Background: an optimization exercise with open tools, aiming at small area, a short achievable clock period and few clock cycles. Do not read the settings as production practice.
At most, simulation tests tie the RTL to the original design; equivalence was not proved.
Only the layout flow was run in runs 1 to 5 and 7; the RTL was not checked for function there.
Power is estimated from default activity; no workload was simulated.

==> design/flow/config.mk <==
export PLATFORM = sky130hd
export DESIGN_NAME = rle
export DESIGN_NICKNAME = rle
export VERILOG_FILES = /design/flow/design.v
export SDC_FILE = /design/flow/constraint.sdc
export NUM_CORES = 4
export LEC_CHECK = 0
export CAP_MARGIN = 20
export CORE_MARGIN = 2
export CORE_UTILIZATION = 40
export PLACE_DENSITY = 0.6
export SETUP_SLACK_MARGIN = 1.5
export SLEW_MARGIN = 20
==> design/flow/constraint.sdc <==
create_clock -name core_clock -period 4.0 [get_ports {clk}]
set_input_delay 0.8000 -clock core_clock [delete_from_list [all_inputs] [get_ports {clk}]]
set_output_delay 0.8000 -clock core_clock [all_outputs]
set_load 0.01 [all_outputs]
==> design/flow/design.v <==
module rle (
	clk,
	nreset,
	start,
	message_addr,
	message_size,
	rle_addr,
	rle_size,
	done,
	port_A_data_in,
	port_A_data_out,
	port_A_addr,
	port_A_we
	);
input	clk;
input	nreset;
input	start;
input 	[31:0] message_addr;
input	[31:0] message_size;
input	[31:0] rle_addr;
input   [31:0] port_A_data_out;
output  [31:0] port_A_data_in;
output  [15:0] port_A_addr;
output  port_A_we;
output	[31:0] rle_size;
output	done;
reg        busy, done_r, we_r;
reg        fin, fin2;     
reg [13:0] A;             
reg [13:0] O;             
reg        rdv;           
reg        allin;         
reg        rlast;         
reg [5:0]  wleft;         
reg [31:0] W;
reg [3:1]  rb;            
reg [2:0]  qe;            
reg [1:0]  pos;           
reg [2:0]  sl;            
reg        cons;          
reg        eb;            
reg        Wv, last, first, half;
reg [7:0]  val, cnt, runs;
reg [15:0] lo;
wire [1:0] vb = message_size[1:0];      
wire go_start = start & ~busy;
assign port_A_we      = we_r;
assign port_A_addr    = {A, 2'b00};
assign port_A_data_in = {val, cnt, lo};
assign rle_size       = {23'b0, runs, 1'b0};
assign done           = done_r;
wire       run  = busy & ~fin & ~fin2;
wire       go   = run & Wv;
wire       nr   = eb | first;
wire       emit = eb & ~first;
wire [7:0] byt  = W[{pos, 3'b000} +: 8];
wire [2:0] q    = {1'b0, pos} + sl;                       
wire [2:0] nq   = rb[1] ? 3'd1 : rb[2] ? 3'd2 : rb[3] ? 3'd3 : qe;
wire [3:1] rbn  = rb[1] ? {rb[3:2], 1'b0} : rb[2] ? {rb[3], 2'b00} : 3'b000;
wire       consn = ~|rb;
wire [31:0] d = port_A_data_out;
wire [3:0] bl;
assign bl[0] = d[7:0]   != W[31:24];
assign bl[1] = d[15:8]  != d[7:0];
assign bl[2] = d[23:16] != d[15:8];
assign bl[3] = d[31:24] != d[23:16];
wire [3:1] ml;                                            
assign ml[1] = rlast & (vb == 2'd1);
assign ml[2] = rlast & (vb == 2'd1 || vb == 2'd2);
assign ml[3] = rlast & (vb != 2'd0);
wire [3:1] stl = bl[3:1] & ~ml;
wire [2:0] qel = rlast ? {vb == 2'd0, vb} : 3'd4;
wire [2:0] q0  = stl[1] ? 3'd1 : stl[2] ? 3'd2 : stl[3] ? 3'd3 : qel;
wire [3:1] rb0 = stl[1] ? {stl[3:2], 1'b0} : stl[2] ? {stl[3], 2'b00} : 3'b000;
wire land = busy & rdv;
wire free1 = land ? ~|bl[3:1] : (go & ~cons) ? consn : 1'b1;
wire issue = run & ~we_r & ~allin & free1;
wire first_n = first & ~go;
wire half_n  = half ^ (go & emit);
wire fin_n   = go & cons & last;
wire we_n    = (half_n & ((go & ~cons) | (land & bl[0] & ~first_n) | fin_n)) |
               (fin & ~half);
wire [13:0] inc = A + 14'd1;
wire [13:0] pr  = we_r ? O : (issue ? inc : A);
wire [13:0] pw  = we_r ? inc : O;
always @(posedge clk or negedge nreset) begin
	if (!nreset) begin
		busy <= 1'b0;
		done_r <= 1'b0;
		we_r <= 1'b0;
		fin <= 1'b0;
		fin2 <= 1'b0;
		rdv <= 1'b0;
		Wv <= 1'b0;
		first <= 1'b1;
		half <= 1'b0;
	end else if (go_start) begin
		busy <= 1'b1;
		done_r <= 1'b0;
		we_r <= 1'b0;
		fin <= 1'b0;
		fin2 <= 1'b0;
		rdv <= 1'b0;
		Wv <= 1'b0;
		first <= 1'b1;
		half <= 1'b0;
	end else begin
		we_r <= we_n;
		rdv <= issue;
		first <= first_n;
		half <= half_n | (fin & ~half);
		fin <= fin_n;
		fin2 <= fin & ~half;
		if (land) Wv <= 1'b1;
		else if (go & cons) Wv <= 1'b0;
		if ((fin & half) | fin2) begin
			busy <= 1'b0;
			done_r <= 1'b1;
		end
	end
end
always @(posedge clk) begin
	if (go_start) begin
		A <= message_addr[15:2];
		O <= rle_addr[15:2];
		wleft <= message_size[7:2] - {5'd0, (vb == 2'd0)};
		allin <= 1'b0;
		runs <= 8'd0;
	end else begin
		A <= we_n ? pw : pr;
		O <= we_n ? pr : pw;
		if (issue) begin
			wleft <= wleft - 6'd1;
			rlast <= (wleft == 6'd0);
			if (wleft == 6'd0) allin <= 1'b1;
		end
		if (go) begin
			rb <= rbn;
			pos <= q[1:0];
			sl <= nq - q;
			cons <= consn;
			eb <= 1'b1;
			if (nr) begin
				val <= byt;
				cnt <= {5'd0, sl};
			end else
				cnt <= cnt + {5'd0, sl};
			if (emit) begin
				runs <= runs + 8'd1;
				if (!half) lo <= {val, cnt};
			end
		end
		if (land) begin
			W <= d;
			rb <= rb0;
			qe <= qel;
			sl <= q0;
			cons <= ~|stl;
			eb <= bl[0];
			last <= rlast;
			pos <= 2'd0;
		end
		if (fin) begin
			runs <= runs + 8'd1;
			if (!half) begin
				lo <= {val, cnt};
				val <= 8'd0;
				cnt <= 8'd0;
			end
		end
	end
end
endmodule
==> design/flow/run.sh <==
#!/bin/bash
# synth_recipe.tcl (not shown) runs the flow's synth.tcl, then flattens the netlist and writes it again
# the make line also repeats each setting of config.mk as NAME=value (left out here)
make -C /OpenROAD-flow-scripts/flow DESIGN_CONFIG=/design/flow/config.mk WORK_HOME=/design/flow/orfs CLKGATE_MAP_FILE= SYNTH_SCRIPT=/design/flow/synth_recipe.tcl finish
==> flow_summary.ini, run 1 <==
[outcome]
status = finished clean

[synth]
postSynthAreaPerCell_um2 = 10.3
synth.cell_area_um2 = 7470
synth-warning-count = 1
synth_seq_cells = 130
asyncSetResetFlopFracSynth_pct = 6.92
syn-instance-count = 726
synth_flop_cell = sky130_fd_sc_hd__edfxtp_1
number_of_synthesized_flops_with_an_enable_pin = 84
synth_cell_type_count = 75
synth-seq-area-share_pct = 46.7

[grt]
grt_overflow_total = 0
first_global_vias = 5868
globalRouteTotalUtil_pct = 19.0
grt_pass1_wl_um = 30200
number_of_antenna_violations_at_the_first_check_in_global_routing = 0
maximum_number_of_pins_on_one_net_before_global_route_repair = 49

[setup_path]
critical_path.max_fanout = 8
capture_point_of_the_worst_reg_to_reg_path = O[9]$_DFF_P_
startpoint_type = primary input
required_ns = 4.29
timing_worst_setup_path_type = in2reg
setup.worst_path.end_class = flip-flop
r2r-start = fin$_DFF_PN0_
reg2regPathDepth = 7
rrSetupSlack_ns = 1.63
data_arrival_at_the_endpoint_of_the_critical_path_ns = 2.77

[clocking]
clk_pin_slew_worst_paths_ns = 0.06
worstSkewPairLatency_ns = 0.41
cts_tree = built
cts_max_level = 4
tritoncts.num_buffers = 17
clock-sinks = 130
ctsRootBufferMaster = sky130_fd_sc_hd__clkbuf_16
cts_hold_buf = 0
ctsLongestPathBuffers = 2

[die]
placement_rows = 49
die_h_um = 141
start_util_pct = 41.1
floorplan.die.width_um = 141
io-pin-count = 213
area_of_the_core_um2 = 18100
die-area_um2 = 19800

[placed_design]
place_hpwl_um = 13000
placedInstanceArea_um2 = 8800
io_buffer_count = 126
globalplace.congestion = 0.798
preCtsSetupSlack_ns = 0.319

[timing]
rsz_0062_raised_after_global_routing = yes
timing.max_slew.rel_slack_pct = 47.7
tns_ns = 0
drv_slew = 0
setup_ws_ns = 1.52
timing.final.crit_period_ns = 2.48
final.hold.worst_slack_ns = 0.499
final-setup-viol-count = 0
clock_skew_ns = 0.00828
maxClockFrequency_ghz = 0.403
final.period_utilization_pct = 62.0
slew_at_the_pin_closest_to_its_max_slew_limit_ns = 0.783
timing_hold_violations_final = 0

[pwr]
ir_worst_vdd_mv = 0.424
pwr_density_cell_nw_per_um2 = 915
total_leakage_power_uw = 0.00376

[detailed_routing]
drtPass1Iterations = 7
via_count = 6019
finalWirelength_um = 19000
drt_first_iter_violations = 521
drcViolationCount = 0
drt_wl_cell_um = 17.0
routed_via_density = 5.38
drt.antenna.violating_nets = 0

[final_layout]
antenna_cells = 0
design_area_um2 = 9830
finalNetCount = 1024
area_growth_syn_to_layout_pct = 31.6
share_of_layout_cells_above_drive_strength_1_pct = 18.4
post-route-util_pct = 54.2

[worst_hold_path]
min_from = runs[1]$_SDFFE_PP0P_
holdPathEnd = runs[1]$_SDFFE_PP0P_
holdCritPathClass = reg2reg
worstHoldPathCells = 2

[flow_run]
maxCapViolCount = 0
[layer usage]
| layer | vias up | share of wire (%) | track usage (%) |
|---|---|---|---|
| met4 | 0 | 1.4 | 5.74 |
| met5 | - | 0 | 0 |
| met1 | 2866 | 43 | 25.3 |
| li1 | 2913 | - | - |
| met2 | 216 | 50 | 31.8 |
| met3 | 24 | 5.0 | 3.53 |
[timing repair]
action,CTS,global route
setup buffers,26,8
setup endpoints to repair,39,32
pin swaps,36,27
gates resized for setup,85,55
endpoints found under the hold margin,0,0
gates cloned,4,0
[worst max-delay path by stage]
stage	endpoint	cells past startpoint	start	slack (ns)
floorplan	flip-flop	5	start	1.58
global placement	A[5]$_DFF_P_	9	port_A_data_out[10]	0.36
detailed placement	A[5]$_DFF_P_	9	port_A_data_out[10]	0.32
CTS	A[1]$_DFF_P_	9	port_A_data_out[28]	1.51
global route	O[5]$_DFF_P_	8	port_A_data_out[7]	1.47
finish	O[5]$_DFF_P_	8	port_A_data_out[7]	1.52
[report_power, final]
part / total, uW / internal, uW / switching [uW]
combinational: 4690 / 2220 / 2480
clock: 1490 / 908 / 586
sequential: 2800 / 2250 / 552
total: 8990 / 5380 / 3620
[Yosys cell counts, drive strengths merged (14+ instances only)]
library cell	n	share of area (%)
a211oi	16	1.6
a21oi	33	2.3
buf	48	4.4
clkbuf	18	0.90
dfxtp	37	9.9
edfxtp	84	34
inv	14	0.70
mux2i	27	3.6
nand2	77	4.1
nand3	19	1.3
nand4	14	1.2
nor2	75	3.9
nor3	17	1.3
o21ai	36	2.6
xnor2	51	6.0
xor2	16	1.9
[cells by family (layout without fill, tap and decap cells)]
group	count (synthesis)	after routing	synth area share (%)
and+or+nand+nor	245	249	16.2
AOI/OAI and AO/OA	149	149	13.8
DFF	130	130	46.7
buffers and inverters	81	215	6.10
xor gates and xnor gates	67	67	7.86
muxes	37	37	6.33
adders and majority gates	16	16	2.98
other	1	26	0.0502
[stage by stage]
| step | cells | total power, uW |
|---|---|---|
| after floorplan | 751 | 5650 |
| final | 1118 | 8990 |
| after global routing | 1118 | 9640 |
| after detailed placement | 1049 | 6950 |
| after global placement | 1049 | 6810 |
| after CTS | 1110 | 8830 |
[worst max-delay path, cell delays in order]
cell and delay, ns:
sky130_fd_sc_hd__dlygate4sd2_1 0.30, sky130_fd_sc_hd__xnor2_2 0.19, sky130_fd_sc_hd__nand4_1 0.27, sky130_fd_sc_hd__or3_4 0.51, sky130_fd_sc_hd__nand2_8 0.14, sky130_fd_sc_hd__mux2_2 0.33, sky130_fd_sc_hd__a21oi_1 0.15, sky130_fd_sc_hd__a211oi_1 0.06
[cell type report]
cell class                      count  area (um2)
Timing Repair Buffer              169        1520
Fill cell                        1585        8320
Inverter                           15        60.1
Tap cell                          229         287
Clock buffer                       17         425
Multi-Input combinational cell    544        3900
Sequential cell                   130        3490
Clock inverter                     14         140
[layout by cell type (no fill, tap or decap), types with 6 or more instances in the layout]
master | Yosys | routed
sky130_fd_sc_hd__nor3_1 | 14 | 14
sky130_fd_sc_hd__ha_1 | 13 | 11
sky130_fd_sc_hd__clkdlybuf4s50_1 | 0 | 94
sky130_fd_sc_hd__and3_1 | 8 | 8
sky130_fd_sc_hd__xnor2_2 | 0 | 8
sky130_fd_sc_hd__a21oi_1 | 32 | 30
sky130_fd_sc_hd__mux2i_1 | 27 | 25
sky130_fd_sc_hd__xor2_1 | 16 | 16
sky130_fd_sc_hd__dfrtp_1 | 8 | 7
sky130_fd_sc_hd__dlygate4sd2_1 | 0 | 12
sky130_fd_sc_hd__nand4_1 | 14 | 14
sky130_fd_sc_hd__nand3_1 | 18 | 18
sky130_fd_sc_hd__inv_1 | 13 | 11
sky130_fd_sc_hd__xnor2_1 | 51 | 42
sky130_fd_sc_hd__nand2_1 | 76 | 72
sky130_fd_sc_hd__edfxtp_1 | 84 | 84
sky130_fd_sc_hd__clkbuf_2 | 0 | 11
sky130_fd_sc_hd__o21ai_0 | 34 | 26
sky130_fd_sc_hd__mux4_2 | 8 | 8
sky130_fd_sc_hd__buf_2 | 7 | 7
sky130_fd_sc_hd__conb_1 | 1 | 26
sky130_fd_sc_hd__a22oi_1 | 13 | 13
sky130_fd_sc_hd__buf_4 | 29 | 39
sky130_fd_sc_hd__o21ai_1 | 1 | 9
sky130_fd_sc_hd__o211ai_1 | 6 | 6
sky130_fd_sc_hd__dfxtp_1 | 37 | 36
sky130_fd_sc_hd__clkbuf_16 | 0 | 17
sky130_fd_sc_hd__nor2_1 | 74 | 71
sky130_fd_sc_hd__a211oi_1 | 16 | 12
==> run 2, diff against run 1 <==
--- a/design/flow/config.mk
+++ b/design/flow/config.mk
@@ -11,3 +11,3 @@
 export PLACE_DENSITY = 0.6
-export SETUP_SLACK_MARGIN = 1.5
+export SETUP_SLACK_MARGIN = 2.0
 export SLEW_MARGIN = 20
==> run 2 against run 1 <==
Effect of this change: via count grew 3.0%; still clean on timing, DRC and antenna; die area is the same; non-clock buffer count grew 23.
==> flow_summary.ini, run 2 <==
[synth]
synth-seq-area-share_pct = 46.7
synth_seq_cells = 130
synth.cell_area_um2 = 7470
post_synth_most_frequent_cells = sky130_fd_sc_hd__edfxtp_1, sky130_fd_sc_hd__nand2_1, sky130_fd_sc_hd__nor2_1, sky130_fd_sc_hd__xnor2_1, sky130_fd_sc_hd__dfxtp_1
synth_flop_cell = sky130_fd_sc_hd__edfxtp_1
syn-instance-count = 726
synth_cell_type_count = 75
post-synth-top-area-fraction_pct = 33.8
number_of_synthesized_flops_with_an_enable_pin = 84
synth-warning-count = 1
synth_top_cell_by_area = sky130_fd_sc_hd__edfxtp_1
yosys.cell_count.top_type = sky130_fd_sc_hd__edfxtp_1
largest_cells_by_area_after_synthesis = sky130_fd_sc_hd__edfxtp_1, sky130_fd_sc_hd__dfxtp_1, sky130_fd_sc_hd__xnor2_1, sky130_fd_sc_hd__nand2_1, sky130_fd_sc_hd__nor2_1
postSynthAreaPerCell_um2 = 10.3
asyncSetResetFlopFracSynth_pct = 6.92

[grt]
maximum_number_of_pins_on_one_net_before_global_route_repair = 57
number_of_antenna_violations_at_the_first_check_in_global_routing = 0
first_global_vias = 6286
grt_pass1_wl_um = 32200
grt_overflow_total = 0
globalRouteTotalUtil_pct = 20.3

[die]
placement_rows = 49
io-pin-count = 213
floorplan.die.width_um = 141
area_of_the_core_um2 = 18100
start_util_pct = 41.1
die-area_um2 = 19800
die_h_um = 141

[detailed_routing]
drcViolationCount = 0
routed_via_density = 5.42
drt_wl_cell_um = 17.5
drt.antenna.violating_nets = 0
drtPass1Iterations = 6
via_count = 6199
finalWirelength_um = 20000
drt_first_iter_violations = 514

[timing]
drv_slew = 0
setup_ws_ns = 1.60
clock_skew_ns = 0.00704
timing.final.crit_period_ns = 2.40
timing.max_slew.rel_slack_pct = 36.4
timing_hold_violations_final = 0
final.period_utilization_pct = 59.9
tns_ns = 0
slew_at_the_pin_closest_to_its_max_slew_limit_ns = 0.953
final-setup-viol-count = 0
rsz_0062_raised_after_global_routing = yes
maxClockFrequency_ghz = 0.418

[pwr]
pwr_density_cell_nw_per_um2 = 923
finalPower_uw = 9730
total_leakage_power_uw = 0.00420
ir_worst_vdd_mv = 0.448

[setup_path]
capture_point_of_the_worst_reg_to_reg_path = sl[2]$_DFFE_PP_
cp_top_family = compound AO/OA/AOI/OAI gates
setup.worst_path.end_class = flip-flop
data_arrival_at_the_endpoint_of_the_critical_path_ns = 2.70
worstSetupStartpoint = port_A_data_out[23]
critical_path.max_fanout = 4
r2r-start = sl[0]$_DFFE_PP_
startpoint_type = primary input
timing_worst_setup_path_type = in2reg
required_ns = 4.31
crit_path_cell_trace = buf_12 -> xnor2_4 -> nand4_1 -> nor4_2 -> a41o_1 -> buf_6 -> buf_6 -> buf_6 -> a41o_1 -> nor3_1 -> a311oi_1
cp_num_cells = 11
crit_path_end = A[6]$_DFF_P_
cp_num_buf_inv = 4
critical-path-top-cell-by-count = sky130_fd_sc_hd__buf_6
slowest_delay_ns = 0.37
reg2regPathDepth = 7
rrSetupSlack_ns = 1.67
crit_path_top_delay_cell = sky130_fd_sc_hd__nor4_2

[worst_hold_path]
min_from = runs[1]$_SDFFE_PP0P_
holdCritPathClass = reg2reg

[clocking]
worstSkewPairLatency_ns = 0.42
cts_hold_buf = 0
ctsRootBufferMaster = sky130_fd_sc_hd__clkbuf_16
ctsLongestPathBuffers = 2
cts_max_level = 4
clock-sinks = 130
clk_pin_slew_worst_paths_ns = 0.06
tritoncts.num_buffers = 17
cts_tree = built

[final_layout]
fillers = 1517
final_cell_mix = sky130_fd_sc_hd__edfxtp_1, sky130_fd_sc_hd__nand2_1, sky130_fd_sc_hd__nor2_1
post-route-util_pct = 58.1
share_of_layout_cells_above_drive_strength_1_pct = 29.1
mostFrequentLayoutCell = sky130_fd_sc_hd__edfxtp_1
area_growth_syn_to_layout_pct = 41.3
antenna_cells = 0
finalNetCount = 1048

[placed_design]
io_buffer_count = 126
place_hpwl_um = 13200
globalplace.congestion = 0.798
preCtsSetupSlack_ns = 0.553

[outcome]
status = finished clean

[flow_run]
maxCapViolCount = 0
[run 2: changes by cell type in the layout (fill, tap and decap cells not counted), moves of 8 or more]
cell	delta
sky130_fd_sc_hd__xnor2_1	-12
sky130_fd_sc_hd__a21oi_1	-8
sky130_fd_sc_hd__dlygate4sd2_1	+45
sky130_fd_sc_hd__clkdlybuf4s50_1	-58
sky130_fd_sc_hd__o21ai_0	-9
sky130_fd_sc_hd__dfxtp_1	-12
sky130_fd_sc_hd__clkbuf_2	-9
sky130_fd_sc_hd__buf_2	+10
sky130_fd_sc_hd__buf_6	+31
sky130_fd_sc_hd__xnor2_2	+11
sky130_fd_sc_hd__a21oi_2	+8
[run 2: logic make-up (layout without fill, tap and decap cells)]
logic type                 Yosys count  count (layout)  share of synthesized area, %
other                                1              26                        0.0502
and+or+nand+nor                    245             250                          16.2
buffers and inverters               81             239                          6.10
muxes                               37              37                          6.33
AOI/OAI and AO/OA                  149             149                          13.8
xor gates and xnor gates            67              67                          7.86
DFF                                130             130                          46.7
adders and majority gates           16              16                          2.98
[run 2: routing by layer]
metal	wire length (um)	part of all wire [%]	GRT usage, %
met5	0	0	0
met1	8310	42	25.4
met4	354	1.8	6.53
met3	1080	5.4	4.55
met2	10300	51	35.2
[run 2: repair_timing]
action / CTS / global route
hold endpoints to repair: 0 / 0
buffers inserted: 45 / 12
pin swaps: 64 / 57
setup endpoints to repair: 121 / 52
resized for setup: 297 / 75
gates cloned: 4 / 1
[run 2: how the worst min path moves through the flow]
| stage | endpoint | slack, ns | cells past startpoint |
|---|---|---|---|
| after floorplan | allin$_SDFFE_PP0P_ | 0.45 | 1 |
| after global placement | runs[1]$_SDFFE_PP0P_ | 0.48 | 2 |
| after detailed placement | runs[1]$_SDFFE_PP0P_ | 0.49 | 2 |
| after CTS | runs[1]$_SDFFE_PP0P_ | 0.50 | 2 |
| after global routing | runs[1]$_SDFFE_PP0P_ | 0.51 | 2 |
| final | runs[1]$_SDFFE_PP0P_ | 0.49 | 2 |
[run 2: power by group]
group | internal [uW] | switching (uW)
Combinational | 2500 | 2810
Sequential | 2280 | 530
Clock | 987 | 624
[run 2: per-stage QoR]
step | hold slack (ns) | instances | cell area [um2]
3_3_place_gp | 0.482 | 1049 | 8900
2_1_floorplan | 0.451 | 751 | 7710
3_5_place_dp | 0.490 | 1049 | 8900
5_1_grt | 0.511 | 1143 | 10500
6_report | 0.489 | 1143 | 10500
4_1_cts | 0.496 | 1130 | 10200
[run 2: cell type report]
type | instances | area (um2) | share of cell area [%]
clock buffer | 17 | 425 | 4.03
clock inverter | 15 | 180 | 1.71
inverter | 15 | 72.6 | 0.688
multi-input combinational | 545 | 4290 | 40.7
sequential | 130 | 3520 | 33.4
tap | 229 | 287 | 2.72
timing repair buffer | 192 | 1770 | 16.8
[run 2: worst register-to-register path: cells and delay by family, from the launching register on]
kind	cells	cell delay, ns
AO/OA/AOI/OAI	1	0.10
XOR/XNOR	3	0.49
adder cells (fa/ha/maj)	3	1.06
flip-flops	1	0.41
==> run 3, diff against run 2 <==
--- a/design/flow/design.v
+++ b/design/flow/design.v
@@ -39,2 +39,3 @@
 reg [2:0]  sl;            
+reg [2:0]  q;             
 reg        cons;          
@@ -56,3 +57,2 @@
 wire [7:0] byt  = W[{pos, 3'b000} +: 8];
-wire [2:0] q    = {1'b0, pos} + sl;                       
 wire [2:0] nq   = rb[1] ? 3'd1 : rb[2] ? 3'd2 : rb[3] ? 3'd3 : qe;
@@ -60,2 +60,5 @@
 wire       consn = ~|rb;
+wire [3:0] clo  = {1'b0, cnt[2:0]} + {1'b0, sl};
+wire [4:0] chi1 = cnt[7:3] + 5'd1;
+wire [7:0] cadd = {clo[3] ? chi1 : cnt[7:3], clo[2:0]};
 wire [31:0] d = port_A_data_out;
@@ -83,4 +86,14 @@
 wire [13:0] inc = A + 14'd1;
-wire [13:0] pr  = we_r ? O : (issue ? inc : A);
-wire [13:0] pw  = we_r ? inc : O;
+wire [13:0] pr0 = we_r ? O : A;        
+wire [13:0] pr1 = we_r ? O : inc;      
+wire [13:0] pw  = we_r ? inc : O;      
+reg  [13:0] A_n, O_n;
+always @(*) begin
+	case ({we_n, issue})
+		2'b00: begin A_n = pr0; O_n = pw; end
+		2'b01: begin A_n = pr1; O_n = pw; end
+		2'b10: begin A_n = pw;  O_n = pr0; end
+		default: begin A_n = pw; O_n = pr1; end
+	endcase
+end
 always @(posedge clk or negedge nreset) begin
@@ -129,4 +142,4 @@
 	end else begin
-		A <= we_n ? pw : pr;
-		O <= we_n ? pr : pw;
+		A <= A_n;
+		O <= O_n;
 		if (issue) begin
@@ -139,2 +152,3 @@
 			pos <= q[1:0];
+			q <= nq;
 			sl <= nq - q;
@@ -146,3 +160,3 @@
 			end else
-				cnt <= cnt + {5'd0, sl};
+				cnt <= cadd;
 			if (emit) begin
@@ -157,2 +171,3 @@
 			sl <= q0;
+			q <= q0;
 			cons <= ~|stl;
--- a/design/flow/config.mk
+++ b/design/flow/config.mk
@@ -11,3 +11,3 @@
 export PLACE_DENSITY = 0.6
-export SETUP_SLACK_MARGIN = 2.0
+export SETUP_SLACK_MARGIN = 1.5
 export SLEW_MARGIN = 20
==> run 3 against run 2 <==
Effect of this change: still clean; global-route usage is 1.1 points lower; clock power about the same; total power decreased by 2.5%; combinational power down 6.4%; non-clock buffer count fell by 21; final area down 2.5%; critical path depth fell by 2.
==> flow_summary.ini, run 3 <==
[grt]
grt_overflow_total = 0
gr-usage-met3_pct = 4.23
grt_pass1_wl_um = 31100
first_global_vias = 5887
gr-usage-met2_pct = 30.9
globalRouteTotalUtil_pct = 19.2
number_of_antenna_violations_at_the_first_check_in_global_routing = 0
grt.busiest_layer = met2
maximum_number_of_pins_on_one_net_before_global_route_repair = 51
groute.layer.met1.usage_pct = 26.1

[final_layout]
post-route-util_pct = 53.2
mostFrequentLayoutCell = sky130_fd_sc_hd__clkdlybuf4s50_1
final_cell_mix = sky130_fd_sc_hd__clkdlybuf4s50_1, sky130_fd_sc_hd__edfxtp_1, sky130_fd_sc_hd__nand2_1
design_area_um2 = 10300
area_growth_syn_to_layout_pct = 31.7
antenna_cells = 0
finalNetCount = 1062
post_layout_nonfiller_instances = 1194
share_of_layout_cells_above_drive_strength_1_pct = 17.7

[die]
start_util_pct = 40.4
floorplan.die.width_um = 144
die_h_um = 144
die-area_um2 = 20700
placement_rows = 51
io-pin-count = 213
area_of_the_core_um2 = 19300

[synth]
largest_cells_by_area_after_synthesis = sky130_fd_sc_hd__edfxtp_1, sky130_fd_sc_hd__dfxtp_1, sky130_fd_sc_hd__xnor2_1, sky130_fd_sc_hd__mux2i_1, sky130_fd_sc_hd__nand2_1
synth-warning-count = 1
post_synth_and_or_nand_nor_area_fraction_pct = 15.6
synth_flop_cell = sky130_fd_sc_hd__edfxtp_1
asyncSetResetFlopFracSynth_pct = 6.77
post_synthesis_xor_xnor_area_fraction_pct = 7.06
post-synth-top-area-fraction_pct = 33.4
post_synth_most_frequent_cells = sky130_fd_sc_hd__edfxtp_1, sky130_fd_sc_hd__nand2_1, sky130_fd_sc_hd__nor2_1, sky130_fd_sc_hd__xnor2_1, sky130_fd_sc_hd__dfxtp_1
synth-seq-area-share_pct = 45.8
muxShareOfSynthArea_pct = 6.74
yosys.cell_count.top_type = sky130_fd_sc_hd__edfxtp_1
syn-instance-count = 771
synth_top_family_by_area = simple AND/OR/NAND/NOR gates
synth_compound_gate_area_share_pct = 15.4
synth_seq_cells = 133
number_of_synthesized_flops_with_an_enable_pin = 87
synth_top_cell_by_area = sky130_fd_sc_hd__edfxtp_1
synth.cell_area_um2 = 7810
synth-adder-area-share_pct = 2.59
synth_cell_type_count = 83
postSynthAreaPerCell_um2 = 10.1

[placed_design]
globalplace.congestion = 0.840
place_hpwl_um = 13200
io_buffer_count = 126
place.detailed.instances = 1131
placedInstanceArea_um2 = 9190

[setup_path]
r2r-start = fin$_DFF_PN0_
cp_top_family = simple AND/OR/NAND/NOR gates
required_ns = 4.28
cp_num_buf_inv = 2
rrSetupSlack_ns = 1.59
timing_worst_setup_path_type = in2reg
critical_path.max_fanout = 5
startpoint_type = primary input
critical-path-top-cell-by-count = sky130_fd_sc_hd__a211oi_1
data_arrival_at_the_endpoint_of_the_critical_path_ns = 2.73
crit_path_top_delay_cell = sky130_fd_sc_hd__or3_4
crit_path_cell_trace = dlygate4sd2_1 -> xnor2_1 -> nand4_1 -> or3_4 -> buf_4 -> a21o_1 -> o211a_1 -> a211oi_1 -> a211oi_1
setup.worst_path.end_class = flip-flop
slowest_delay_ns = 0.46
worstSetupStartpoint = port_A_data_out[5]

[timing]
timing.final.crit_period_ns = 2.45
final-setup-viol-count = 0
rsz_0062_raised_after_global_routing = yes
final.period_utilization_pct = 61.2
slew_at_the_pin_closest_to_its_max_slew_limit_ns = 0.828
drv_slew = 0
clock_skew_ns = 0.00837
timing.max_slew.rel_slack_pct = 44.8
tns_ns = 0
maxClockFrequency_ghz = 0.408
timing_hold_violations_final = 0

[detailed_routing]
drt_wl_cell_um = 16.7
via_count = 6319
finalWirelength_um = 19900
drt.antenna.violating_nets = 0
drcViolationCount = 0
drtPass1Iterations = 5
drt_first_iter_violations = 416
routed_via_density = 5.29

[worst_hold_path]
holdCritPathClass = reg2reg
min_from = runs[1]$_SDFFE_PP0P_

[clocking]
worstSkewPairLatency_ns = 0.42
tritoncts.num_buffers = 17
cts_max_level = 4
cts_hold_buf = 0
ctsLongestPathBuffers = 2
clock-sinks = 133
ctsRootBufferMaster = sky130_fd_sc_hd__clkbuf_16
cts_tree = built
clk_pin_slew_worst_paths_ns = 0.06

[flow_run]
maxCapViolCount = 0

[pwr]
total_leakage_power_uw = 0.00396
pwr_density_cell_nw_per_um2 = 922
ir_worst_vdd_mv = 0.413
finalPower_uw = 9490

[outcome]
status = finished clean
run 3: report_power, final:
part           switching, uW  internal (uW)  leakage [uW]
Combinational           2620           2350       0.00240
Sequential               567           2310       0.00127
Clock                    600           1040      0.000294
Total                   3790           5700       0.00396
run 3: logic make-up after synthesis:
| family | after synthesis |
|---|---|
| compound gates | 171 |
| xor+xnor | 63 |
| simple gates | 252 |
| fa+ha+maj | 15 |
| mux | 42 |
| flops | 133 |
| other cells | 1 |
| buf+inv | 94 |
run 3: layout make-up:
type / count / area [um2]
Fill cell: 1752 / 9050
Multi-Input combinational cell: 571 / 4040
Sequential cell: 133 / 3580
Timing Repair Buffer: 171 / 1640
Clock buffer: 19 / 433
Tap cell: 265 / 332
Clock inverter: 13 / 179
Inverter: 22 / 82.6
run 3: worst min-delay path, cell delays in order (launching register included):
cell,delay (ns)
sky130_fd_sc_hd__dfxtp_1,0.34
sky130_fd_sc_hd__nand2_1,0.07
sky130_fd_sc_hd__a21oi_1,0.05
run 3: worst paths after layout:
check / depth (start not counted) / to
min in group asynchronous: 1 / half$_DFF_PN0_
max reg2reg: 9 / O[5]$_DFF_P_
min: 2 / runs[1]$_SDFFE_PP0P_
min reg2reg: 2 / runs[1]$_SDFFE_PP0P_
max: 9 / O[5]$_DFF_P_
max in group asynchronous: 1 / we_r$_DFF_PN0_
run 3: metrics by stage:
| step | hold WS [ns] | worst slack, ns |
|---|---|---|
| 6_report | 0.507 | 1.55 |
| 3_5_place_dp | 0.499 | 0.441 |
| 4_1_cts | 0.508 | 1.50 |
| 3_3_place_gp | 0.484 | 0.467 |
| 5_1_grt | 0.528 | 1.44 |
| 2_1_floorplan | 0.452 | 1.56 |
run 3: timing repair:
action,in CTS,in global routing
setup endpoints to repair,35,34
buffers inserted,17,10
pin swaps,29,29
gates cloned,3,1
resized for setup,75,94
run 3: layer usage:
metal	share of wire (%)	vias to the layer above	routed length (um)
li1	-	3072	-
met1	46	3037	9150
met2	48	189	9610
met3	4.6	21	916
met4	1.3	0	266
met5	0	-	0
==> run 4, diff against run 3 <==
--- a/design/flow/config.mk
+++ b/design/flow/config.mk
@@ -11,3 +11,3 @@
 export PLACE_DENSITY = 0.6
-export SETUP_SLACK_MARGIN = 1.5
+export SETUP_SLACK_MARGIN = 2.0
 export SLEW_MARGIN = 20
==> run 4 against run 3 <==
Effect of this change: still clean on timing, DRC and antenna; clock power about the same; sequential cell count did not move; die area is the same; highest routed layer unchanged.
==> flow_summary.ini, run 4 <==
[synth]
synth_top_cell_by_area = sky130_fd_sc_hd__edfxtp_1
yosys.cell_count.top_type = sky130_fd_sc_hd__edfxtp_1
synth-adder-area-share_pct = 2.59
synth_cell_type_count = 83
synth_top_family_by_area = simple AND/OR/NAND/NOR gates
post-synth-top-area-fraction_pct = 33.4
synth_seq_cells = 133
asyncSetResetFlopFracSynth_pct = 6.77
synth.cell_area_um2 = 7810
syn-instance-count = 771
muxShareOfSynthArea_pct = 6.74
synth-seq-area-share_pct = 45.8
post_synth_most_frequent_cells = sky130_fd_sc_hd__edfxtp_1, sky130_fd_sc_hd__nand2_1, sky130_fd_sc_hd__nor2_1, sky130_fd_sc_hd__xnor2_1, sky130_fd_sc_hd__dfxtp_1
synth_compound_gate_area_share_pct = 15.4
largest_cells_by_area_after_synthesis = sky130_fd_sc_hd__edfxtp_1, sky130_fd_sc_hd__dfxtp_1, sky130_fd_sc_hd__xnor2_1, sky130_fd_sc_hd__mux2i_1, sky130_fd_sc_hd__nand2_1
post_synth_and_or_nand_nor_area_fraction_pct = 15.6
post_synthesis_xor_xnor_area_fraction_pct = 7.06
number_of_synthesized_flops_with_an_enable_pin = 87
synth_flop_cell = sky130_fd_sc_hd__edfxtp_1
postSynthAreaPerCell_um2 = 10.1
synth-warning-count = 1

[outcome]
status = finished clean

[final_layout]
sequential_cell_area_um2 = 3620
area_growth_syn_to_layout_pct = 46.5
antenna_cells = 0
share_of_layout_cells_above_drive_strength_1_pct = 31.7
final_cell_mix = sky130_fd_sc_hd__edfxtp_1, sky130_fd_sc_hd__nand2_1, sky130_fd_sc_hd__buf_4
finalNetCount = 1132
mostFrequentLayoutCell = sky130_fd_sc_hd__edfxtp_1
post-route-util_pct = 59.2
fillers = 1605
multi_input_gate_area_um2 = 4560
post_layout_nonfiller_instances = 1262

[clocking]
worstSkewPairLatency_ns = 0.42
ctsRootBufferMaster = sky130_fd_sc_hd__clkbuf_16
cts_max_level = 4
cts_tree = built
tritoncts.num_buffers = 17
cts_hold_buf = 0
ctsLongestPathBuffers = 2
clock-sinks = 133
clk_pin_slew_worst_paths_ns = 0.06

[detailed_routing]
drt_wl_cell_um = 18.0
drtPass1Iterations = 6
drt.antenna.violating_nets = 0
routed_via_density = 5.45
drt_first_iter_violations = 579
via_count = 6883
finalWirelength_um = 22800
drcViolationCount = 0

[placed_design]
place_hpwl_um = 13300
globalplace.congestion = 0.834
io_buffer_count = 126
place.detailed.instances = 1131

[timing]
final.hold.worst_slack_ns = 0.493
timing_hold_violations_final = 0
rsz_0062_raised_after_global_routing = yes
slew_at_the_pin_closest_to_its_max_slew_limit_ns = 0.780
drv_slew = 0
final-setup-viol-count = 0
maxClockFrequency_ghz = 0.409
final.period_utilization_pct = 61.1
clock_skew_ns = 0.00645
timing.final.crit_period_ns = 2.44
tns_ns = 0
timing.max_slew.rel_slack_pct = 47.9

[setup_path]
required_ns = 4.29
data_arrival_at_the_endpoint_of_the_critical_path_ns = 2.74
setup.worst_path.end_class = flip-flop
reg2regPathDepth = 8
rrSetupSlack_ns = 1.60
timing_worst_setup_path_type = in2reg
r2r-start = fin2$_DFF_PN0_
critical_path.max_fanout = 6
capture_point_of_the_worst_reg_to_reg_path = O[7]$_DFF_P_
startpoint_type = primary input

[pwr]
pwr_density_cell_nw_per_um2 = 974
total_leakage_power_uw = 0.00469
ir_worst_vdd_mv = 0.392

[die]
area_of_the_core_um2 = 19300
io-pin-count = 213
floorplan.die.width_um = 144
die_h_um = 144
die-area_um2 = 20700
start_util_pct = 40.4
placement_rows = 51

[grt]
first_global_vias = 6629
globalRouteTotalUtil_pct = 22.3
grt_overflow_total = 0
maximum_number_of_pins_on_one_net_before_global_route_repair = 51
grt_pass1_wl_um = 35500
number_of_antenna_violations_at_the_first_check_in_global_routing = 0

[worst_hold_path]
worstHoldPathCells = 1
holdPathEnd = done_r$_DFFE_PN0P_
holdCritPathClass = reg2reg
min_from = done_r$_DFFE_PN0P_

[flow_run]
maxCapViolCount = 0
==> run 4: cell types whose count changed in the layout (fill, tap and decap cells not counted), sizes merged, moves of 3 or more <==
cell           before  now
buf                57  138
bufbuf              0    3
clkbuf             30   20
clkdlybuf4s50      94   36
clkinv              6    2
dlygate4sd2         8   56
nor2               76   80
==> run 4: area by class of cell <==
cell class              count  area share (%)
well taps                 265            2.90
clock inverters            12            1.55
inverters                  22           0.787
repair buffers            236            19.6
clock buffers              18            3.75
flip-flops and latches    133            31.6
multi-input cells         576            39.9
==> run 4: power breakdown <==
group | switching [uW] | total, uW | leakage, uW | internal (uW)
logic | 3360 | 6620 | 0.00314 | 3260
registers | 549 | 2880 | 0.00127 | 2330
clock network | 619 | 1660 | 0.000287 | 1040
total | 4530 | 11200 | 0.00469 | 6630
==> run 4: cell families (layout without fill, tap and decap cells) <==
group | count (synthesis) | in the layout
adders and majority gates | 15 | 15
and+or+nand+nor | 252 | 259
AOI/OAI and AO/OA | 171 | 171
DFF | 133 | 133
muxes | 42 | 42
other | 1 | 26
xor gates and xnor gates | 63 | 63
buffers and inverters | 94 | 288
==> run 4: critical path, stage by stage <==
cell	delay, ns
sky130_fd_sc_hd__buf_4	0.14
sky130_fd_sc_hd__xnor2_2	0.14
sky130_fd_sc_hd__nand4_1	0.21
sky130_fd_sc_hd__nor4_4	0.38
sky130_fd_sc_hd__a31oi_4	0.18
sky130_fd_sc_hd__buf_6	0.18
sky130_fd_sc_hd__or4b_4	0.50
sky130_fd_sc_hd__o211ai_1	0.12
sky130_fd_sc_hd__o31ai_1	0.09
==> run 4: metal layers <==
metal | wire length (um) | vias up | GRT usage, %
met5 | 0 | - | 0
met4 | 660 | 0 | 9.80
met3 | 1500 | 58 | 4.20
met2 | 10900 | 295 | 35.0
met1 | 9750 | 3310 | 30.0
li1 | - | 3220 | -
==> run 4: worst max-delay path by stage <==
stage,startpoint,slack (ns),cells past startpoint,endpoint
after global routing,port_A_data_out[10],1.49,11,O[8]$_DFF_P_
after floorplan,port_A_data_out[0],1.62,8,O[4]$_DFF_P_
after global placement,port_A_data_out[23],0.51,9,O[8]$_DFF_P_
final,port_A_data_out[22],1.56,9,O[7]$_DFF_P_
after detailed placement,port_A_data_out[16],0.47,9,O[11]$_DFF_P_
after CTS,port_A_data_out[18],1.62,9,O[7]$_DFF_P_
==> run 4: timing repair <==
action | CTS | global route
setup buffers | 64 | 26
setup endpoints to repair | 154 | 80
resized for setup | 332 | 45
cloned | 11 | 0
pin swaps | 68 | 38
==> run 4: metrics by stage <==
stage | setup slack, ns | cell area (um2) | power [uW]
6_report | 1.56 | 11400 | 11200
5_1_grt | 1.49 | 11400 | 11800
4_1_cts | 1.62 | 11100 | 10500
3_5_place_dp | 0.470 | 9320 | 7380
3_3_place_gp | 0.505 | 9320 | 7310
2_1_floorplan | 1.62 | 8110 | 6130
==> run 5, diff against run 4 <==
==> design/flow/flow/run.sh (new file) <==
#!/bin/bash
set -euo pipefail
bash standard.sh "BUFFER_PORTS_ARGS=-buffer_cell sky130_fd_sc_hd__buf_1" finish > standard_flow.log 2>&1
==> design/flow/standard.sh (new file) <==
#!/bin/bash
# synth_recipe.tcl (not shown) runs the flow's synth.tcl, then flattens the netlist and writes it again
# the make line also repeats each setting of config.mk as NAME=value (left out here)
make -C /OpenROAD-flow-scripts/flow DESIGN_CONFIG=/design/flow/config.mk WORK_HOME=/design/flow/orfs CLKGATE_MAP_FILE= SYNTH_SCRIPT=/design/flow/synth_recipe.tcl "${@:-finish}"
--- a/design/flow/config.mk
+++ b/design/flow/config.mk
@@ -11,3 +11,3 @@
 export PLACE_DENSITY = 0.6
-export SETUP_SLACK_MARGIN = 2.0
+export SETUP_SLACK_MARGIN = 1.5
 export SLEW_MARGIN = 20
removed: design/flow/run.sh
==> run 5 against run 4 <==
Effect of this change: critical endpoint is now O[8]$_DFF_P_; still clean on timing, DRC and antenna; largest cell class unchanged; sequential share of layout area is 6.2 points higher; via count decreased by 8.9%; first-iteration DRC count fell by 23%; synthesized area unchanged; global-route usage decreased by 3.7 points.
==> flow_summary.ini, run 5 <==
[timing]
rsz_0062_raised_after_global_routing = yes
maxClockFrequency_ghz = 0.389
final-setup-viol-count = 0
slew_at_the_pin_closest_to_its_max_slew_limit_ns = 0.831
final.period_utilization_pct = 64.3
timing.max_slew.rel_slack_pct = 44.5
drv_slew = 0
tns_ns = 0
timing.final.crit_period_ns = 2.57
timing_hold_violations_final = 0
final.hold.worst_slack_ns = 0.323
clock_skew_ns = 0.00986

[pwr]
seqPwrFrac_pct = 31.6
p_sw_uw = 3780
total_leakage_power_uw = 0.00356
ir_worst_vdd_mv = 0.336
pwr_density_cell_nw_per_um2 = 954
sw_frac_of_total_pct = 41.9
fraction_of_power_consumed_by_the_clock_network_pct = 18.2
internal_power_uw = 5250
power_frac_comb_pct = 50.1
finalPower_uw = 9030

[synth]
synth_cell_type_count = 83
postSynthAreaPerCell_um2 = 10.1
post_synth_most_frequent_cells = sky130_fd_sc_hd__edfxtp_1, sky130_fd_sc_hd__nand2_1, sky130_fd_sc_hd__nor2_1, sky130_fd_sc_hd__xnor2_1, sky130_fd_sc_hd__dfxtp_1
yosys.cell_count.top_type = sky130_fd_sc_hd__edfxtp_1
synth-seq-area-share_pct = 45.8
synth-warning-count = 1
asyncSetResetFlopFracSynth_pct = 6.77
largest_cells_by_area_after_synthesis = sky130_fd_sc_hd__edfxtp_1, sky130_fd_sc_hd__dfxtp_1, sky130_fd_sc_hd__xnor2_1, sky130_fd_sc_hd__mux2i_1, sky130_fd_sc_hd__nand2_1
synth.cell_area_um2 = 7810
synth_flop_cell = sky130_fd_sc_hd__edfxtp_1
synth_top_cell_by_area = sky130_fd_sc_hd__edfxtp_1
post-synth-top-area-fraction_pct = 33.4
syn-instance-count = 771
number_of_synthesized_flops_with_an_enable_pin = 87
synth_seq_cells = 133

[detailed_routing]
via_count = 6273
drcViolationCount = 0
routed_via_density = 5.31
drtPass1Iterations = 4
drt_first_iter_violations = 444
drt.antenna.violating_nets = 0
finalWirelength_um = 19500
drt_wl_cell_um = 16.5

[setup_path]
cp_top_family = simple AND/OR/NAND/NOR gates
required_ns = 4.27
critical-path-top-cell-by-count = sky130_fd_sc_hd__buf_4
data_arrival_at_the_endpoint_of_the_critical_path_ns = 2.84
timing_worst_setup_path_type = in2reg
setup.worst_path.end_class = flip-flop
critical_path.max_fanout = 6
capture_point_of_the_worst_reg_to_reg_path = O[8]$_DFF_P_
rrSetupSlack_ns = 1.52
cp_num_buf_inv = 3
slowest_delay_ns = 0.46
crit_path_top_delay_cell = sky130_fd_sc_hd__or3_4
crit_path_cell_trace = buf_1 -> xnor2_1 -> nand4_1 -> buf_4 -> or3_4 -> buf_4 -> a21oi_1 -> a21oi_4 -> nor2_2 -> a311oi_1
reg2regPathDepth = 9
r2r-start = W[25]$_DFFE_PP_
startpoint_type = primary input

[die]
io-pin-count = 213
placement_rows = 51
area_of_the_core_um2 = 19300
die-area_um2 = 20700
die_h_um = 144
start_util_pct = 40.4
floorplan.die.width_um = 144

[placed_design]
io_buffer_count = 126
placedInstanceArea_um2 = 8360
globalplace.congestion = 0.848
place_hpwl_um = 12700

[outcome]
status = finished clean

[grt]
grt_overflow_total = 0
maximum_number_of_pins_on_one_net_before_global_route_repair = 51
globalRouteTotalUtil_pct = 18.6
grt_pass1_wl_um = 30100
first_global_vias = 5855
number_of_antenna_violations_at_the_first_check_in_global_routing = 0

[clocking]
clock-sinks = 133
ctsRootBufferMaster = sky130_fd_sc_hd__clkbuf_16
worstSkewPairLatency_ns = 0.42
cts_max_level = 4
ctsLongestPathBuffers = 2
clk_pin_slew_worst_paths_ns = 0.06
cts_hold_buf = 0
tritoncts.num_buffers = 17
cts_tree = built

[final_layout]
antenna_cells = 0
mostFrequentLayoutCell = sky130_fd_sc_hd__buf_1
share_of_layout_cells_above_drive_strength_1_pct = 15.2
final_cell_mix = sky130_fd_sc_hd__buf_1, sky130_fd_sc_hd__edfxtp_1, sky130_fd_sc_hd__nand2_1
design_area_um2 = 9470
area_growth_syn_to_layout_pct = 21.2
finalNetCount = 1050
post-route-util_pct = 49.0

[worst_hold_path]
holdCritPathClass = in2async

[flow_run]
maxCapViolCount = 0
[run 5: logic make-up after synthesis]
group,Yosys count,share of synthesized area [%]
AO/OA/AOI/OAI,171,15.4
XOR/XNOR,63,7.06
adder cells (fa/ha/maj),15,2.59
buffers and inverters,94,6.82
flip-flops,133,45.8
multiplexers,42,6.74
other,1,0.0480
AND/OR/NAND/NOR,252,15.6
[run 5: cell type report]
class / count / area [um2]
fillers: 1844 / 9870
multi-input cells: 572 / 4020
flip-flops and latches: 133 / 3580
repair buffers: 158 / 840
clock buffers: 19 / 433
well taps: 265 / 332
clock inverters: 12 / 180
inverters: 22 / 85.1
[run 5: worst max-delay path by stage]
stage / slack, ns / endpoint / from / cells after the start
6_report: 1.43 / O[8]$_DFF_P_ / port_A_data_out[1] / 10
4_1_cts: 1.48 / O[7]$_DFF_P_ / port_A_data_out[22] / 9
3_5_place_dp: 0.73 / O[3]$_DFF_P_ / port_A_data_out[10] / 9
3_3_place_gp: 0.73 / O[8]$_DFF_P_ / port_A_data_out[19] / 9
5_1_grt: 1.38 / O[7]$_DFF_P_ / port_A_data_out[11] / 9
2_1_floorplan: 1.56 / O[3]$_DFF_P_ / port_A_data_out[11] / 8
[run 5: metrics by stage]
stage / cells / setup slack [ns]
6_report: 1181 / 1.43
3_3_place_gp: 1126 / 0.734
4_1_cts: 1167 / 1.48
3_5_place_dp: 1126 / 0.730
5_1_grt: 1181 / 1.38
2_1_floorplan: 796 / 1.56
[run 5: metal layers]
| metal | vias up | global-route usage [%] | part of all wire (%) |
|---|---|---|---|
| met5 | - | 0 | 0 |
| met1 | 3012 | 24.8 | 45 |
| met4 | 0 | 5.88 | 1.4 |
| met3 | 20 | 4.43 | 5.9 |
| met2 | 191 | 29.8 | 47 |
| li1 | 3050 | - | - |
[run 5: power by group through the flow]
stage               Sequential [uW]  Clock (uW)  Combinational (uW)
floorplan                      2780           0                3180
global placement               2850           0                3900
detailed placement             2870           0                3950
CTS                            2850        1670                4150
global route                   2950        1730                5000
finish                         2860        1650                4530
[run 5: timing repair]
| item | in CTS | in global routing |
|---|---|---|
| cloned | 2 | 3 |
| setup endpoints to repair | 28 | 27 |
| setup buffers | 8 | 11 |
| pin swaps | 4 | 19 |
| gates resized for setup | 12 | 67 |
==> run 6, diff against run 5 <==
--- a/design/flow/design.v
+++ b/design/flow/design.v
@@ -28,4 +28,4 @@
 reg        fin, fin2;     
-reg [13:0] A;             
-reg [13:0] O;             
+reg [13:0] R;             
+reg [13:0] Wp;            
 reg        rdv;           
@@ -48,3 +48,3 @@
 assign port_A_we      = we_r;
-assign port_A_addr    = {A, 2'b00};
+assign port_A_addr    = {(we_r ? Wp : R), 2'b00};
 assign port_A_data_in = {val, cnt, lo};
@@ -85,15 +85,2 @@
                (fin & ~half);
-wire [13:0] inc = A + 14'd1;
-wire [13:0] pr0 = we_r ? O : A;        
-wire [13:0] pr1 = we_r ? O : inc;      
-wire [13:0] pw  = we_r ? inc : O;      
-reg  [13:0] A_n, O_n;
-always @(*) begin
-	case ({we_n, issue})
-		2'b00: begin A_n = pr0; O_n = pw; end
-		2'b01: begin A_n = pr1; O_n = pw; end
-		2'b10: begin A_n = pw;  O_n = pr0; end
-		default: begin A_n = pw; O_n = pr1; end
-	endcase
-end
 always @(posedge clk or negedge nreset) begin
@@ -136,4 +123,4 @@
 	if (go_start) begin
-		A <= message_addr[15:2];
-		O <= rle_addr[15:2];
+		R <= message_addr[15:2];
+		Wp <= rle_addr[15:2];
 		wleft <= message_size[7:2] - {5'd0, (vb == 2'd0)};
@@ -142,4 +129,4 @@
 	end else begin
-		A <= A_n;
-		O <= O_n;
+		if (issue) R <= R + 14'd1;
+		if (we_r) Wp <= Wp + 14'd1;
 		if (issue) begin
--- a/design/flow/config.mk
+++ b/design/flow/config.mk
@@ -11,3 +11,3 @@
 export PLACE_DENSITY = 0.6
-export SETUP_SLACK_MARGIN = 1.5
+export SETUP_SLACK_MARGIN = 1.8
 export SLEW_MARGIN = 20
==> run 6 against run 5 <==
Effect of this change: critical endpoint is now port_A_addr[2]; via count is 21% lower; utilization barely moved; critical path type is now reg2out; final area fell by 11%; largest cell class is now sequential cells; combinational power down 41%; fmax is 13% higher.
==> flow_summary.ini, run 6 <==
[outcome]
status = finished clean

[setup_path]
cp_num_cells = 3
cp_num_buf_inv = 2
critical_path.max_fanout = 8
data_arrival_at_the_endpoint_of_the_critical_path_ns = 1.47
capture_point_of_the_worst_reg_to_reg_path = sl[2]$_DFFE_PP_
crit_path_cell_trace = buf_12 -> mux2_2 -> clkbuf_2
required_ns = 3.20
worstSetupStartpoint = we_r$_DFF_PN0_
startpoint_type = flip-flop
r2r-start = rb[2]$_SDFFCE_PN0P_
crit_path_end = port_A_addr[2]
cp_top_family = flip-flops
reg2regPathDepth = 6
timing_worst_setup_path_type = reg2out
slowest_delay_ns = 0.49
crit_path_top_delay_cell = sky130_fd_sc_hd__dfrtp_4
setup.worst_path.end_class = output pin
rrSetupSlack_ns = 1.89

[clocking]
ctsLongestPathBuffers = 2
cts_max_level = 4
clk_pin_slew_worst_paths_ns = 0.05
ctsRootBufferMaster = sky130_fd_sc_hd__clkbuf_16
cts_hold_buf = 0
worstSkewPairLatency_ns = 0.42
cts_tree = built
tritoncts.num_buffers = 17
clock-sinks = 133

[placed_design]
placedInstanceArea_um2 = 7680
globalplace.congestion = 0.855
place.detailed.instances = 953
place_hpwl_um = 11400
io_buffer_count = 126

[synth]
synth_seq_cells = 133
postSynthAreaPerCell_um2 = 11.4
synth_flop_cell = sky130_fd_sc_hd__edfxtp_1
synth-warning-count = 1
number_of_synthesized_flops_with_an_enable_pin = 115
synth_cell_type_count = 58
post-synth-top-area-fraction_pct = 48.6
yosys.cell_count.top_type = sky130_fd_sc_hd__edfxtp_1
asyncSetResetFlopFracSynth_pct = 6.77
synth.cell_area_um2 = 7100
post_synth_most_frequent_cells = sky130_fd_sc_hd__edfxtp_1, sky130_fd_sc_hd__nand2_1, sky130_fd_sc_hd__nor2_1, sky130_fd_sc_hd__xnor2_1, sky130_fd_sc_hd__o21ai_0
syn-instance-count = 621
largest_cells_by_area_after_synthesis = sky130_fd_sc_hd__edfxtp_1, sky130_fd_sc_hd__xnor2_1, sky130_fd_sc_hd__nand2_1, sky130_fd_sc_hd__xor2_1, sky130_fd_sc_hd__dfrtp_1
synth_top_cell_by_area = sky130_fd_sc_hd__edfxtp_1
synth-seq-area-share_pct = 54.4

[die]
placement_rows = 48
die_h_um = 137
area_of_the_core_um2 = 17300
io-pin-count = 213
die-area_um2 = 18800
floorplan.die.width_um = 137
start_util_pct = 41.1

[timing]
timing_hold_violations_final = 0
rsz_0062_raised_after_global_routing = yes
timing.final.crit_period_ns = 2.27
final-setup-viol-count = 0
timing.max_slew.rel_slack_pct = 33.6
slew_at_the_pin_closest_to_its_max_slew_limit_ns = 0.997
final.period_utilization_pct = 56.8
clock_skew_ns = 0.00970
maxClockFrequency_ghz = 0.440
drv_slew = 0
tns_ns = 0

[final_layout]
finalNetCount = 903
final_cell_mix = sky130_fd_sc_hd__edfxtp_1, sky130_fd_sc_hd__buf_1, sky130_fd_sc_hd__nand2_1
fillers = 1606
share_of_layout_cells_above_drive_strength_1_pct = 13.9
mostFrequentLayoutCell = sky130_fd_sc_hd__edfxtp_1
post_layout_nonfiller_instances = 993
antenna_cells = 0
design_area_um2 = 8470
area_growth_syn_to_layout_pct = 19.3

[pwr]
ir_worst_vdd_mv = 0.455
sw_frac_of_total_pct = 37.5
pwr_density_cell_nw_per_um2 = 854
seqPwrFrac_pct = 41.5
internal_power_uw = 4530
total_leakage_power_uw = 0.00305
fraction_of_power_consumed_by_the_clock_network_pct = 21.4
p_sw_uw = 2710
power_frac_comb_pct = 37.1

[detailed_routing]
met2_length_um = 7700
drt_wl_cell_um = 15.8
drtPass1Iterations = 7
drcViolationCount = 0
via_count = 4959
route.met3.wl_um = 711
met1_length_um = 7020
routed_via_density = 4.99
finalWirelength_um = 15700
drt_first_iter_violations = 265
dr.max_layer_used = met4
drt.antenna.violating_nets = 0

[grt]
grt_overflow_total = 0
number_of_antenna_violations_at_the_first_check_in_global_routing = 0
globalRouteTotalUtil_pct = 16.8
first_global_vias = 4780
grt_pass1_wl_um = 24400
maximum_number_of_pins_on_one_net_before_global_route_repair = 67

[worst_hold_path]
holdCritPathClass = in2async

[flow_run]
maxCapViolCount = 0
-- run 6: cell count changes in the layout (fill, tap and decap cells not counted), sizes merged, moves of 14 or more --
cell / previous run / this run
buf: 148 / 120
a31oi: 14 / 0
edfxtp: 87 / 115
dfxtp: 37 / 9
a21oi: 41 / 19
nor2: 77 / 55
-- run 6: cell type report --
class                   count  area [um2]  area share, %
clock inverters            13         159           1.88
flip-flops and latches    133        3860           45.6
repair buffers            135         591           6.97
inverters                  19        75.1          0.886
clock buffers              18         429           5.06
well taps                 225         282           3.32
multi-input cells         449        3070           36.2
repair inverters            1        5.00         0.0591
-- run 6: cell families after synthesis --
logic type      Yosys count  share of synthesized area, %
simple gates            210                          14.0
flops                   133                          54.4
compound gates           77                          6.45
xor+xnor                 77                          9.50
buf+inv                  67                          5.34
mux                      40                          7.30
fa+ha+maj                16                          3.03
other cells               1                        0.0528
-- run 6: power groups by stage --
stage	registers (uW)	logic, uW	clock network [uW]
after CTS	3010	2590	1570
after global routing	3100	3000	1640
after detailed placement	3040	2490	0
final	3000	2690	1550
after floorplan	2870	1870	0
after global placement	3000	2410	0
-- run 6: routing by layer --
metal	track usage (%)	up-vias
met5	0	-
met4	6.99	0
met3	2.50	18
met2	27.4	146
met1	22.6	2370
li1	-	2425
-- run 6: worst reg2reg max path, cell delays in order, from the launching register on --
cell	delay (ns)
sky130_fd_sc_hd__edfxtp_1	0.41
sky130_fd_sc_hd__or3_1	0.44
sky130_fd_sc_hd__fa_1	0.43
sky130_fd_sc_hd__xor2_1	0.19
sky130_fd_sc_hd__and3_1	0.19
sky130_fd_sc_hd__nor3_1	0.13
sky130_fd_sc_hd__a21oi_1	0.06
-- run 6: repair_timing --
| item | 4_1_cts | 5_1_grt |
|---|---|---|
| pin swaps | 1 | 9 |
| gates resized for setup | 11 | 28 |
| gates cloned | 2 | 2 |
| endpoints found under the setup margin | 39 | 36 |
| setup buffers | 3 | 2 |
-- run 6: per-stage QoR --
step | total power, uW | util, % | setup WS [ns] | hold slack (ns)
after floorplan | 4740 | - | 1.82 | 0.427
after global placement | 5410 | 44.4 | 1.07 | 0.455
after detailed placement | 5520 | 44.4 | 1.04 | 0.457
after CTS | 7170 | 48.4 | 1.72 | 0.328
after global routing | 7740 | 49.0 | 1.70 | 0.347
final | 7240 | 49.0 | 1.73 | 0.321
-- run 6: how the worst min path moves through the flow --
stage / startpoint / to
floorplan: allin$_SDFFE_PP0P_ / allin$_SDFFE_PP0P_
global placement: allin$_SDFFE_PP0P_ / allin$_SDFFE_PP0P_
detailed placement: allin$_SDFFE_PP0P_ / allin$_SDFFE_PP0P_
CTS: nreset / half$_DFF_PN0_
global route: nreset / fin$_DFF_PN0_
finish: nreset / half$_DFF_PN0_
Testbench counts of run 6, summed over its fixed seeds: cycles 18,174.
==> run 7, diff against run 6 <==
--- a/design/flow/design.v
+++ b/design/flow/design.v
@@ -27,2 +27,3 @@
 reg        busy, done_r, we_r;
+reg        wd;            
 reg        fin, fin2;     
@@ -122,2 +123,3 @@
 always @(posedge clk) begin
+	wd <= we_r & ~go_start;
 	if (go_start) begin
@@ -130,3 +132,3 @@
 		if (issue) R <= R + 14'd1;
-		if (we_r) Wp <= Wp + 14'd1;
+		if (wd) Wp <= Wp + 14'd1;
 		if (issue) begin
==> run 7 against run 6 <==
Effect of this change: first-iteration DRC count grew 35%; via count is essentially flat; utilization grew 0.061 points; critical path type unchanged; cell count grew 0.40%; total power grew 0.55%; die area grew 0.36%; largest power group unchanged; synthesized cell count grew 0.32%; combinational power grew 2%; final area grew 0.47%; register-to-register slack is essentially flat; critical endpoint unchanged; count of clock-buffer cells in the layout shrank 1.
==> flow_summary.ini, run 7 <==
[placed_design]
io_buffer_count = 126
preCtsSetupSlack_ns = 1.01
place_hpwl_um = 11400
placedInstanceArea_um2 = 7710
globalplace.congestion = 0.854

[final_layout]
antenna_cells = 0
multi_input_gate_area_um2 = 3060
area_growth_syn_to_layout_pct = 19.5
design_area_um2 = 8510
sequential_cell_area_um2 = 3880
finalNetCount = 906
mostFrequentLayoutCell = sky130_fd_sc_hd__edfxtp_1
fillers = 1576
share_of_layout_cells_above_drive_strength_1_pct = 14.5
post-route-util_pct = 49.0
final_cell_mix = sky130_fd_sc_hd__edfxtp_1, sky130_fd_sc_hd__buf_1, sky130_fd_sc_hd__nand2_1

[die]
floorplan.die.width_um = 137
die_h_um = 137
start_util_pct = 41.1
die-area_um2 = 18900
io-pin-count = 213
area_of_the_core_um2 = 17400
placement_rows = 48

[grt]
number_of_antenna_violations_at_the_first_check_in_global_routing = 0
grt_pass1_wl_um = 24700
first_global_vias = 4797
maximum_number_of_pins_on_one_net_before_global_route_repair = 67
globalRouteTotalUtil_pct = 17.2
grt_overflow_total = 0

[synth]
synth_seq_cells = 134
asyncSetResetFlopFracSynth_pct = 6.72
synth-seq-area-share_pct = 54.4
synth-warning-count = 1
synth_top_cell_by_area = sky130_fd_sc_hd__edfxtp_1
post-synth-top-area-fraction_pct = 48.5
yosys.cell_count.top_type = sky130_fd_sc_hd__edfxtp_1
synth_flop_cell = sky130_fd_sc_hd__edfxtp_1
post_synth_most_frequent_cells = sky130_fd_sc_hd__edfxtp_1, sky130_fd_sc_hd__nand2_1, sky130_fd_sc_hd__nor2_1, sky130_fd_sc_hd__xnor2_1, sky130_fd_sc_hd__o21ai_0
synth.cell_area_um2 = 7130
largest_cells_by_area_after_synthesis = sky130_fd_sc_hd__edfxtp_1, sky130_fd_sc_hd__xnor2_1, sky130_fd_sc_hd__nand2_1, sky130_fd_sc_hd__xor2_1, sky130_fd_sc_hd__dfrtp_1
syn-instance-count = 623
postSynthAreaPerCell_um2 = 11.4
number_of_synthesized_flops_with_an_enable_pin = 115
synth_cell_type_count = 58

[clocking]
clock-sinks = 134
cts_hold_buf = 0
ctsRootBufferMaster = sky130_fd_sc_hd__clkbuf_16
tritoncts.num_buffers = 17
cts_max_level = 4
clk_pin_slew_worst_paths_ns = 0.06
ctsLongestPathBuffers = 2
worstSkewPairLatency_ns = 0.43
cts_tree = built

[timing]
final.period_utilization_pct = 56.6
final-setup-viol-count = 0
drv_slew = 0
final.hold.worst_slack_ns = 0.316
timing.max_slew.rel_slack_pct = 32.3
setup_ws_ns = 1.73
timing_hold_violations_final = 0
rsz_0062_raised_after_global_routing = yes
clock_skew_ns = 0.00934
tns_ns = 0
timing.final.crit_period_ns = 2.27
slew_at_the_pin_closest_to_its_max_slew_limit_ns = 1.02
maxClockFrequency_ghz = 0.441

[setup_path]
critical_path.max_fanout = 8
crit_path_cell_trace = buf_12 -> mux2_2 -> clkbuf_2
timing_worst_setup_path_type = reg2out
data_arrival_at_the_endpoint_of_the_critical_path_ns = 1.47
setup.worst_path.end_class = output pin
cp_num_buf_inv = 2
required_ns = 3.20
reg2regPathDepth = 6
rrSetupSlack_ns = 1.90
cp_top_family = flip-flops
startpoint_type = flip-flop
r2r-start = rb[2]$_SDFFCE_PN0P_
slowest_delay_ns = 0.49
crit_path_top_delay_cell = sky130_fd_sc_hd__dfrtp_4
capture_point_of_the_worst_reg_to_reg_path = sl[2]$_DFFE_PP_

[detailed_routing]
drt.antenna.violating_nets = 0
finalWirelength_um = 15800
drcViolationCount = 0
via_count = 4958
drt_wl_cell_um = 15.8
drtPass1Iterations = 4
drt_first_iter_violations = 357
routed_via_density = 4.97

[flow_run]
maxCapViolCount = 0

[worst_hold_path]
holdCritPathClass = in2async

[pwr]
pwr_density_cell_nw_per_um2 = 855
ir_worst_vdd_mv = 0.386
total_leakage_power_uw = 0.00307

[outcome]
status = finished clean
==> run 7: cell count changes after synthesis <==
cell / previous run / this run
sky130_fd_sc_hd__and2_1: 4 / 5
sky130_fd_sc_hd__dfxtp_1: 9 / 10
==> run 7: metal layers <==
layer / vias up / GRT usage [%] / routed length (um)
li1: 2439 / - / -
met1: 2369 / 22.6 / 7010
met2: 131 / 28.1 / 7810
met3: 19 / 3.31 / 686
met4: 0 / 6.76 / 255
met5: - / 0 / 0
==> run 7: repair_timing <==
| item | CTS | global route |
|---|---|---|
| setup buffers | 3 | 3 |
| pin swaps | 1 | 5 |
| endpoints found under the setup margin | 39 | 44 |
| gates resized for setup | 17 | 22 |
| gates cloned | 3 | 1 |
==> run 7: worst reg2reg max path: stages, from the launching register on <==
cell	delay, ns
sky130_fd_sc_hd__edfxtp_1	0.43
sky130_fd_sc_hd__or3_4	0.42
sky130_fd_sc_hd__fa_1	0.42
sky130_fd_sc_hd__xor2_1	0.19
sky130_fd_sc_hd__and3_1	0.20
sky130_fd_sc_hd__nor3_1	0.13
sky130_fd_sc_hd__a21oi_1	0.06
==> run 7: cells by family (layout without fill, tap and decap cells) <==
kind of cell	after synthesis	in the layout	share of synthesized area [%]
AOI/OAI and AO/OA	77	77	6.43
xor gates and xnor gates	77	77	9.46
adders and majority gates	16	16	3.02
buffers and inverters	67	188	5.32
DFF	134	134	54.4
muxes	40	40	7.27
other	1	26	0.0526
and+or+nand+nor	211	214	14.0
==> run 7: cell type report <==
type | instances | share of cell area [%]
timing repair buffer | 136 | 7.30
timing repair inverter | 1 | 0.0588
clock inverter | 15 | 1.81
clock buffer | 17 | 5.00
inverter | 19 | 0.926
tap | 225 | 3.31
multi-input combinational | 450 | 36.0
sequential | 134 | 45.6
==> run 7: where the power goes <==
part | internal [uW] | leakage, uW | total (uW) | switching, uW
combinational | 1160 | 0.00148 | 2740 | 1580
clock | 919 | 0.000288 | 1530 | 612
sequential | 2440 | 0.00131 | 3010 | 565
==> run 7: how the worst max path moves through the flow <==
stage | start | to | slack (ns) | cells after the start
floorplan | port_A_data_out[11] | R[0]$_DFFE_PP_ | 1.82 | 5
global placement | port_A_data_out[12] | wleft[4]$_DFFE_PP_ | 1.06 | 6
detailed placement | port_A_data_out[17] | R[11]$_DFFE_PP_ | 1.01 | 6
CTS | we_r$_DFF_PN0_ | port_A_addr[3] | 1.72 | 3
global route | we_r$_DFF_PN0_ | port_A_addr[2] | 1.70 | 3
finish | we_r$_DFF_PN0_ | port_A_addr[2] | 1.73 | 3
==> run 7: per-stage QoR <==
step	std cells	total power, uW
after floorplan	648	4750
after global placement	955	5410
after detailed placement	955	5530
after CTS	993	7210
after global routing	997	7770
final	997	7280

## static timing again, ports no longer ideal
No port has a modelled driver above. Below, the same layouts with a new extraction and two added sets of constraints.
Step 1, drivers: a clkbuf_16 drives clk and a buf_2 each remaining input, both assumed.
Step 2 moves the port delays by t, midway between the first and last clock arrival at a register: inputs arrive t later, outputs are due t later. That takes back most of the time a late clock gives input paths.
a / b / c = ideal ports / drivers / drivers and shift; a / b = the first two.
| run | t (ns) | setup WS [ns] | pins driven straight from the clock port |
|---|---|---|---|
| run 1 | 0.456 | 1.520 / 1.540 / 1.089 | 1 |
| run 2 | 0.460 | 1.605 / 1.601 / 1.141 | 1 |
| run 3 | 0.464 | 1.551 / 1.529 / 1.094 | 1 |
| run 4 | 0.467 | 1.557 / 1.569 / 1.103 | 1 |
| run 5 | 0.458 | 1.426 / 1.447 / 0.989 | 1 |
| run 6 | 0.447 | 1.727 / 1.690 / 1.413 | 1 |
| run 7 | 0.462 | 1.735 / 1.693 / 1.425 | 1 |
After both steps setup and hold are still met in every run listed. For run 2, which loses most, drivers alone change the setup slack by -0.004 ns; drivers and shift together by -0.464 ns.
